Context: an optimization exercise on an open-source flow, tuned for small area, a short achievable clock period and few clock cycles per item. The choices shown serve that exercise and are no tape-out recipe. At most, simulation tests tie the RTL to the original design; equivalence was not proved. The clock input has no modelled driver; a real chip could not lean on it and would need a root buffer or a full tree. Power is estimated from default activity; no workload was simulated.

==> flow/design.v <==
`timescale 1ns / 1ps
module automaton_rule(
    input  [31:0] rule,
    input  [15:0] sel,          
    output        ch0,
    output        ch1);
    wire [15:0] x0, x1;
    genvar i;
    generate
        for (i = 0; i < 16; i = i + 1) begin : g
            assign x0[i] = rule[{i[3:1], 1'b0, i[0]}] ^ i[1];
            assign x1[i] = rule[{i[3:1], 1'b1, i[0]}] ^ i[1];
        end
    endgenerate
    assign ch0 = |(sel & x0);
    assign ch1 = |(sel & x1);
endmodule
module automaton_pick(
    input         world_in,
    input         ch0,
    input         ch1,
    input         go,           
    input  [12:0] wr,           
    input  [12:0] rd,           
    output        do_wr,
    output [12:0] nxt);
    assign do_wr = go & (world_in ? ch1 : ch0);
    assign nxt   = do_wr ? wr : rd;
endmodule
module automaton(
    input               clk,
    input               rst,
    input      [31:0]   rule,
    output reg [5:0]    row,
    output reg [5:0]    col,
    output reg          world_we,
    input               world_in,
    output reg          world_out,
    output reg          update_done);
    reg [17:0] sr;          
    reg [63:0] st;          
    reg        c0, c1;      
    reg        em;          
    reg        halo;        
    reg        first;       
    reg        d1;          
    wire       is_read = ~world_we;
    reg  [5:0] nr_row, nr_col;
    reg        nr_halo;
    always @* begin
        if (is_read & halo) begin
            nr_row  = (col == 6'd63) ? row : row - 6'd8;
            nr_col  = col + 6'd1;
            nr_halo = 1'b0;
        end else begin
            nr_row  = row + ((~is_read & (col == 6'd63)) ? 6'd9 : 6'd1);
            nr_col  = is_read ? col : col + 6'd1;
            nr_halo = (row[2:0] == 3'd7);
        end
    end
    wire       rh = is_read & halo;             
    wire       rd = is_read & ~halo;            
    wire       ncol0 = rd ? (col == 6'd0) : (col == 6'd63);    
    wire       mW    = rd ? (col == 6'd1) : (col == 6'd0);     
    wire       j0    = rh | (row[2:0] == 3'd7);                
    wire       mN    = rh ? (row == 6'd8) :                    
                       rd ? ((col == 6'd0) ? (row == 6'd7) : (row == 6'd63)) :
                            (row == 6'd63);
    wire       mS    = rh ? 1'b0 :                             
                       rd ? ((col == 6'd0) ? (row == 6'd6) : (row == 6'd62)) :
                            (row == 6'd62);
    wire       tS = is_read ? sr[6]  : sr[7];
    wire       tC = is_read ? sr[7]  : sr[8];
    wire       tN = is_read ? sr[8]  : sr[9];
    wire       tW = is_read ? sr[16] : sr[17];
    wire       bN = (j0 ? st[63] : tN) & ~mN;
    wire       bW = tW & ~mW;
    wire       bS = tS & ~mS;
    wire       valid = ~nr_halo & ~(first & ncol0);
    wire       ch0, ch1;
    automaton_rule lut(.rule(rule),
                       .sel(valid ? 16'd1 << {bN, bW, tC, bS} : 16'd0),
                       .ch0(ch0), .ch1(ch1));
    wire [5:0] wr_row = (col == 6'd0) ? row - 6'd8 : row;
    wire       do_wr;
    wire [5:0] n_row, n_col;
    wire       n_halo;
    automaton_pick pick(.world_in(world_in), .ch0(c0), .ch1(em ? c0 : c1),
                        .go(is_read & ~rst),
                        .wr({wr_row, col - 6'd1, 1'b0}),
                        .rd(rst ? 13'd0 : {nr_row, nr_col, nr_halo}),
                        .do_wr(do_wr), .nxt({n_row, n_col, n_halo}));
    always @(posedge clk) begin
        if (is_read)
            sr <= {sr[16:0], world_in};
        if (is_read & ~halo & (row[2:0] == 3'd0))
            st <= {st[62:0], sr[1]};
        world_out <= ~sr[8];
        row <= n_row;
        col <= n_col;
        halo <= n_halo;
        world_we <= do_wr;
        em <= ncol0;
        if (rst) begin
            c0 <= 1'b0;
            c1 <= 1'b0;
            first <= 1'b1;
            d1 <= 1'b0;
            update_done <= 1'b0;
        end else begin
            c0 <= ch0;
            c1 <= ch1;
            first <= first & (col == 6'd0);
            d1 <= is_read & ~first & (row == 6'd7) & (col == 6'd0);
            update_done <= d1;
        end
    end
endmodule
export LEC_CHECK = 0
export ABC_AREA = 1
export CAP_MARGIN = 20
export CORE_MARGIN = 2
export CORE_UTILIZATION = 50
export GPL_ROUTABILITY_DRIVEN = 1
export GPL_TIMING_DRIVEN = 1
export PLACE_DENSITY = 0.6
export SLEW_MARGIN = 20
export SYNTH_HIERARCHICAL = 1
create_clock -name core_clock -period 10.0 [get_ports {clk}]
standard.sh (not shown) runs the stock make flow with config.mk's settings and CLKGATE_MAP_FILE= SYNTH_SCRIPT=/design/flow/synth_recipe.tcl, a recipe that flattens the netlist after the stock synthesis.
==> flow/flow/run.sh <==
#!/bin/bash
set -euo pipefail
bash standard.sh SETUP_SLACK_MARGIN=7.2 BUFFER_PORTS_ARGS="-buffer_cell sky130_fd_sc_hd__buf_1" PRE_CTS_TCL=$(pwd)/flow/own_cts.tcl  finish > standard.log 2>&1
Other scripts of this flow, unchanged in this note and not shown: flow/flow/own_cts.tcl
Change:
--- a/flow/design.v
+++ b/flow/design.v
@@ -75,9 +75,9 @@
     wire       tW = is_read ? sr[16] : sr[17];
     wire       bN = (j0 ? st[63] : tN) & ~mN;
     wire       bW = tW & ~mW;
     wire       bS = tS & ~mS;
-    wire       valid = ~nr_halo & ~(first & ncol0);
+    wire       valid = ~rst & ~nr_halo & ~(first & ncol0);
     wire       ch0, ch1;
     automaton_rule lut(.rule(rule),
                        .sel(valid ? 16'd1 << {bN, bW, tC, bS} : 16'd0),
                        .ch0(ch0), .ch1(ch1));
@@ -99,18 +99,16 @@
         row <= n_row;
         col <= n_col;
         halo <= n_halo;
         world_we <= do_wr;
+        c0 <= ch0;
+        c1 <= ch1;
         em <= ncol0;
         if (rst) begin
-            c0 <= 1'b0;
-            c1 <= 1'b0;
             first <= 1'b1;
             d1 <= 1'b0;
             update_done <= 1'b0;
         end else begin
-            c0 <= ch0;
-            c1 <= ch1;
             first <= first & (col == 6'd0);
             d1 <= is_read & ~first & (row == 6'd7) & (col == 6'd0);
             update_done <= d1;
         end
The changed run produced a clean layout.
Setup slack gets worse by 0.16 ns.
Via count rose by about 2.3%.
Final area rose by about 1.3%.
Maximum frequency fell by 5.4%.
Hold slack got worse by 0.0034 ns.
No run of this note included a check of the RTL's function; only the layout flow was run. No run of this note takes its clock network from TritonCTS; it comes from the design's own scripts or RTL.

rev 12:
RTL: the design.v shown in full above, as it stands there.
==> flow/config.mk <==
export PLATFORM = sky130hd
export DESIGN_NAME = automaton
export DESIGN_NICKNAME = automaton
export VERILOG_FILES = /design/flow/design.v
export SDC_FILE = /design/flow/constraint.sdc
export NUM_CORES = 8
export LEC_CHECK = 0
export ABC_AREA = 1
export CAP_MARGIN = 20
export CORE_MARGIN = 2
export CORE_UTILIZATION = 50
export GPL_ROUTABILITY_DRIVEN = 1
export GPL_TIMING_DRIVEN = 1
export PLACE_DENSITY = 0.6
export SLEW_MARGIN = 20
export SYNTH_HIERARCHICAL = 1
==> flow/constraint.sdc <==
create_clock -name core_clock -period 10.0 [get_ports {clk}]
set_input_delay 2.0000 -clock core_clock [delete_from_list [all_inputs] [get_ports {clk}]]
set_output_delay 2.0000 -clock core_clock [all_outputs]
set_load 0.01 [all_outputs]
==> flow/flow/run.sh <==
#!/bin/bash
set -euo pipefail
bash standard.sh SYNTH_SCRIPT=$(pwd)/flow/synth_own.tcl SETUP_SLACK_MARGIN=7.2 BUFFER_PORTS_ARGS="-buffer_cell sky130_fd_sc_hd__buf_1" PRE_CTS_TCL=$(pwd)/flow/own_cts.tcl  finish > standard.log 2>&1
Other scripts of this flow, unchanged in this note and not shown: flow/flow/abc_own.script, flow/flow/own_cts.tcl, flow/flow/synth_own.tcl
Rev 12: full flow OK, the timing, design-rule and antenna checks passed
Inputs modified between rev 12 and rev 13:
==> flow/design.v <==
`timescale 1ns / 1ps
module automaton_rule(
    input  [31:0] rule,
    input  [15:0] sel,          
    output        n0,
    output        n1);
    wire [15:0] e0, e1;
    genvar i;
    generate
        for (i = 0; i < 16; i = i + 1) begin : g
            assign e0[i] = rule[{i[3:1], 1'b0, i[0]}];
            assign e1[i] = rule[{i[3:1], 1'b1, i[0]}];
        end
    endgenerate
    assign n0 = |(sel & e0);
    assign n1 = |(sel & e1);
endmodule
module automaton_pick(
    input         world_in,
    input         ch0,
    input         ch1,
    input         is_read,
    input  [12:0] wr,           
    input  [12:0] rd,           
    output        do_wr,
    output [12:0] nxt);
    assign do_wr = is_read & (world_in ? ch1 : ch0);
    assign nxt   = do_wr ? wr : rd;
endmodule
module automaton(
    input               clk,
    input               rst,
    input      [31:0]   rule,
    output reg [5:0]    row,
    output reg [5:0]    col,
    output reg          world_we,
    input               world_in,
    output reg          world_out,
    output reg          update_done);
    reg [17:0] sr;          
    reg [63:0] st;          
    reg        c0, c1;      
    reg        em;          
    reg        vq;          
    reg        halo;        
    reg        first;       
    reg        is_read;     
    reg  [5:0] nr_row, nr_col;
    reg        nr_halo;
    always @* begin
        if (is_read & halo) begin
            nr_row  = (col == 6'd63) ? row : row - 6'd8;
            nr_col  = col + 6'd1;
            nr_halo = 1'b0;
        end else begin
            nr_row  = row + ((~is_read & (col == 6'd63)) ? 6'd9 : 6'd1);
            nr_col  = is_read ? col : col + 6'd1;
            nr_halo = (row[2:0] == 3'd7);
        end
    end
    wire       rh = is_read & halo;             
    wire       rd = is_read & ~halo;            
    wire       ncol0 = rd ? (col == 6'd0) : (col == 6'd63);    
    wire       mW    = rd ? (col == 6'd1) : (col == 6'd0);     
    wire       j0    = rh | (row[2:0] == 3'd7);                
    wire       mN    = rh ? (row == 6'd8) :                    
                       rd ? ((col == 6'd0) ? (row == 6'd7) : (row == 6'd63)) :
                            (row == 6'd63);
    wire       mS    = rh ? 1'b0 :                             
                       rd ? ((col == 6'd0) ? (row == 6'd6) : (row == 6'd62)) :
                            (row == 6'd62);
    wire       tS = is_read ? sr[6]  : sr[7];
    wire       tC = is_read ? sr[7]  : sr[8];
    wire       tN = is_read ? sr[8]  : sr[9];
    wire       tW = is_read ? sr[16] : sr[17];
    wire       bN = (j0 ? st[63] : tN) & ~mN;
    wire       bW = tW & ~mW;
    wire       bS = tS & ~mS;
    wire       valid = ~nr_halo & ~(first & ncol0);
    wire       n0, n1;
    automaton_rule lut(.rule(rule), .sel(16'd1 << {bN, bW, tC, bS}),
                       .n0(n0), .n1(n1));
    wire       ch0 = vq & (c0 ^ sr[8]);
    wire       ch1 = vq & ((em ? c0 : c1) ^ sr[8]);
    wire [5:0] wr_row = (col == 6'd0) ? row - 6'd8 : row;
    wire       do_wr;
    wire [5:0] n_row, n_col;
    wire       n_halo;
    automaton_pick pick(.world_in(world_in), .ch0(ch0), .ch1(ch1),
                        .is_read(is_read),
                        .wr(rst ? 13'd0 : {wr_row, col - 6'd1, 1'b0}),
                        .rd(rst ? 13'd0 : {nr_row, nr_col, nr_halo}),
                        .do_wr(do_wr), .nxt({n_row, n_col, n_halo}));
    always @(posedge clk) begin
        if (is_read)
            sr <= {sr[16:0], world_in};
        if (is_read & ~halo & (row[2:0] == 3'd0))
            st <= {st[62:0], sr[1]};
        world_out <= ~sr[8];
        row <= n_row;
        col <= n_col;
        halo <= n_halo;
        world_we <= do_wr & ~rst;
        is_read <= ~(do_wr & ~rst);
        c0 <= n0;
        c1 <= n1;
        em <= ncol0;
        if (rst) begin
            vq <= 1'b0;
            first <= 1'b1;
            update_done <= 1'b0;
        end else begin
            vq <= valid;
            first <= first & (col == 6'd0);
            update_done <= is_read & halo & ~first & (row == 6'd8) & (col == 6'd0);
        end
    end
endmodule
==> comparison <==
- Number of global-route vias before repair: rev 13 and rev 12 compared, lower one is rev 13
- On total power, rev 12 beats rev 13.
- In the reports for rev 13 and rev 12, the larger utilization of the core after routing belongs to rev 12.
- The startpoint of the most critical setup path comes out col[4] in one run and row[2] in the other, namely in rev 13 and rev 12 respectively.
- Final non-filler cell area of rev 13 falls short of that of rev 12 slightly.
- Between rev 13 and rev 12, final cell count is higher for rev 12, rev 13 comes in under that.
- For the simple logic cell fraction of the synthesized area, rev 13 came in 0.72 points higher than rev 12 did.
- Flip-flop and latch share of the layout cell area in rev 13 vs rev 12: up 1.5 points
- Going from rev 12 to rev 13, the relative slew slack was found to have gone down by 0.39 points.
- Against rev 12 as the reference, rev 13 delivers a lower ratio of routed vias to standard cells.
Testbench counts of rev 13, summed over its fixed seeds: cycles 2,499,633, generations 384.
The RTL of rev 12 was laid out without a check of its function. In every run of this note, the design's own scripts or RTL, not TritonCTS, make the clock network.

== lane 1 ==
automaton, a different RTL version from the one above (not shown whole).
For scale: roughly 370 cells after synthesis, about 4200 sq um of cells after synthesis.
==> module automaton, before the edit <==
module automaton(
    input               clk,
    input               rst,
    input      [31:0]   rule,
    output reg [5:0]    row,
    output reg [5:0]    col,
    output reg          world_we,
    input               world_in,
    output reg          world_out,
    output reg          update_done);
    reg [17:0] sr;          
    reg [63:0] st;          
    reg        c0, c1;      
    reg        halo;        
    reg        first;       
    reg        d1;          
    wire       is_read = ~world_we;
    wire       do_wr = is_read & (world_in ? c1 : c0);
    reg  [5:0] nr_row, nr_col;
    reg        nr_halo;
    always @* begin
        if (is_read & halo) begin
            nr_row  = (col == 6'd63) ? row : row - 6'd8;
            nr_col  = col + 6'd1;
            nr_halo = 1'b0;
        end else begin
            nr_row  = row + ((~is_read & (col == 6'd63)) ? 6'd9 : 6'd1);
            nr_col  = is_read ? col : col + 6'd1;
            nr_halo = (row[2:0] == 3'd7);
        end
    end
    wire       ncol0 = (nr_col == 6'd0);
    wire       mN = ncol0 ? (nr_row == 6'd8) : (nr_row == 6'd0);
    wire       mS = ncol0 ? (nr_row == 6'd7) : (nr_row == 6'd63);
    wire       mW = (nr_col == 6'd1);
    wire       j0 = (nr_row[2:0] == 3'd0);      
    wire       tS = is_read ? sr[6]  : sr[7];
    wire       tC = is_read ? sr[7]  : sr[8];
    wire       tN = is_read ? sr[8]  : sr[9];
    wire       tW = is_read ? sr[16] : sr[17];
    wire       bN = (j0 ? st[63] : tN) & ~mN;
    wire       bW = tW & ~mW;
    wire       bS = tS & ~mS;
    wire       r0 = rule[{bN, bW, tC, 1'b0, bS}];
    wire       r1 = rule[{bN, bW, tC, 1'b1, bS}];
    wire       valid = ~nr_halo & ~(first & ncol0);
    wire [5:0] wr_row = (col == 6'd0) ? row - 6'd8 : row;
    always @(posedge clk) begin
        if (is_read)
            sr <= {sr[16:0], world_in};
        if (is_read & ~halo & (row[2:0] == 3'd0))
            st <= {st[62:0], sr[1]};
        world_out <= ~sr[8];
        if (rst) begin
            row <= 6'd0;
            col <= 6'd0;
            world_we <= 1'b0;
            halo <= 1'b0;
            first <= 1'b1;
            c0 <= 1'b0;
            c1 <= 1'b0;
            d1 <= 1'b0;
            update_done <= 1'b0;
        end else begin
            if (do_wr) begin
                row <= wr_row;
                col <= col - 6'd1;
                halo <= 1'b0;
            end else begin
                row <= nr_row;
                col <= nr_col;
                halo <= nr_halo;
            end
            world_we <= do_wr;
            c0 <= valid & (r0 ^ tC);
            c1 <= valid & (((nr_col == 6'd0) ? r0 : r1) ^ tC);
            first <= first & (col == 6'd0);
            d1 <= is_read & ~first & (row == 6'd7) & (col == 6'd0);
            update_done <= d1;
        end
    end
endmodule
clock: 10.0 ns
lec_check: 0
abc_area: 1
cap_margin: 20
core_margin: 2
core_utilization: 50
gpl_routability_driven: 1
gpl_timing_driven: 1
place_density: 0.6
slew_margin: 20
==> flow/flow/run.sh <==
#!/bin/bash
set -euo pipefail
bash standard.sh SETUP_SLACK_MARGIN=7.3 BUFFER_PORTS_ARGS="-buffer_cell sky130_fd_sc_hd__buf_1" PRE_CTS_TCL=$(pwd)/flow/own_cts.tcl  finish > standard.log 2>&1
Other scripts of this flow, unchanged in this note and not shown: flow/flow/own_cts.tcl
Lane 1 was carried through to the last stage, and its layout satisfied the timing, design-rule and antenna checks.
What lane 2 does differently from lane 1 at the input level:
-- flow/design.v --
<<< lane 1, line 31
        end
    end
    wire       ncol0 = (nr_col == 6'd0);
    wire       mN = ncol0 ? (nr_row == 6'd8) : (nr_row == 6'd0);
    wire       mS = ncol0 ? (nr_row == 6'd7) : (nr_row == 6'd63);
    wire       mW = (nr_col == 6'd1);
    wire       j0 = (nr_row[2:0] == 3'd0);      
    wire       tS = is_read ? sr[6]  : sr[7];
    wire       tC = is_read ? sr[7]  : sr[8];
>>> lane 2, line 31
        end
    end
    wire       rh = is_read & halo;             
    wire       rd = is_read & ~halo;            
    wire       ncol0 = rd ? (col == 6'd0) : (col == 6'd63);    
    wire       mW    = rd ? (col == 6'd1) : (col == 6'd0);     
    wire       j0    = rh | (row[2:0] == 3'd7);                
    wire       mN    = rh ? (row == 6'd8) :                    
                       rd ? ((col == 6'd0) ? (row == 6'd7) : (row == 6'd63)) :
                            (row == 6'd63);
    wire       mS    = rh ? 1'b0 :                             
                       rd ? ((col == 6'd0) ? (row == 6'd6) : (row == 6'd62)) :
                            (row == 6'd62);
    wire       tS = is_read ? sr[6]  : sr[7];
    wire       tC = is_read ? sr[7]  : sr[8];
<<< lane 1, line 75
            world_we <= do_wr;
            c0 <= valid & (r0 ^ tC);
            c1 <= valid & (((nr_col == 6'd0) ? r0 : r1) ^ tC);
            first <= first & (col == 6'd0);
            d1 <= is_read & ~first & (row == 6'd7) & (col == 6'd0);
>>> lane 2, line 81
            world_we <= do_wr;
            c0 <= valid & (r0 ^ tC);
            c1 <= valid & ((ncol0 ? r0 : r1) ^ tC);
            first <= first & (col == 6'd0);
            d1 <= is_read & ~first & (row == 6'd7) & (col == 6'd0);
==> comparison <==
- Taking lane 1 as the reference, in lane 2 highest cell delay on the worst timing path decreased by 0.11 ns relative to the old numbers, design area down 9.0%.
- Relative to lane 1, the initial cell density of the core of lane 2 is lower by 0.63 points.
- Per the comparison of lane 2 with lane 1, maximum frequency has decreased; die area has decreased; global-route wire length before repair has decreased.
- Diff lane 1 -> lane 2: area overhead of the layout relative to synthesis now sits lower, sequential power now sits higher, share of power burned in the clock network now sits higher, area inside the core boundary now sits lower.
No run of this note included a check of the RTL's function; only the layout flow was run. No run of this note takes its clock network from TritonCTS; it comes from the design's own scripts or RTL.

[what the ideal ports hide]
The flow's constraints put no driver on any port. The routed layouts listed below were extracted and timed again, unchanged, in two steps. Step 1, drivers: a clkbuf_16 drives clk and a buf_2 each remaining input, both assumed. Step 2 times the ports against the registers' clock, not the clock port: input delays grow and output delays shrink by t, the midpoint of the rising clock arrivals with the driver on. Three values: ideal, step 1, step 2; two values: the first two.
run | shift t [ns] | setup WS [ns] | hold WS [ns]
the first run of note 1 | 0.230 | 7.214 / 7.137 / 7.088 | 0.416 / 0.416 / 0.416
the second run of note 1 | 0.224 | 7.054 / 7.087 / 6.863 | 0.412 / 0.412 / 0.412
rev 12 | 0.234 | 7.206 / 7.128 / 7.107 | 0.419 / 0.419 / 0.419
rev 13 | 0.231 | 7.245 / 7.170 / 7.136 | 0.419 / 0.419 / 0.419
lane 1 | 0.227 | 7.085 / 7.054 / 7.034 | 0.405 / 0.405 / 0.405
lane 2 | 0.233 | 6.848 / 6.877 / 6.644 | 0.423 / 0.423 / 0.423
After both steps setup and hold are still met in every run listed. The setup slack of lane 2, which loses most, moves by +0.029 ns with the drivers and by -0.204 ns with both steps.
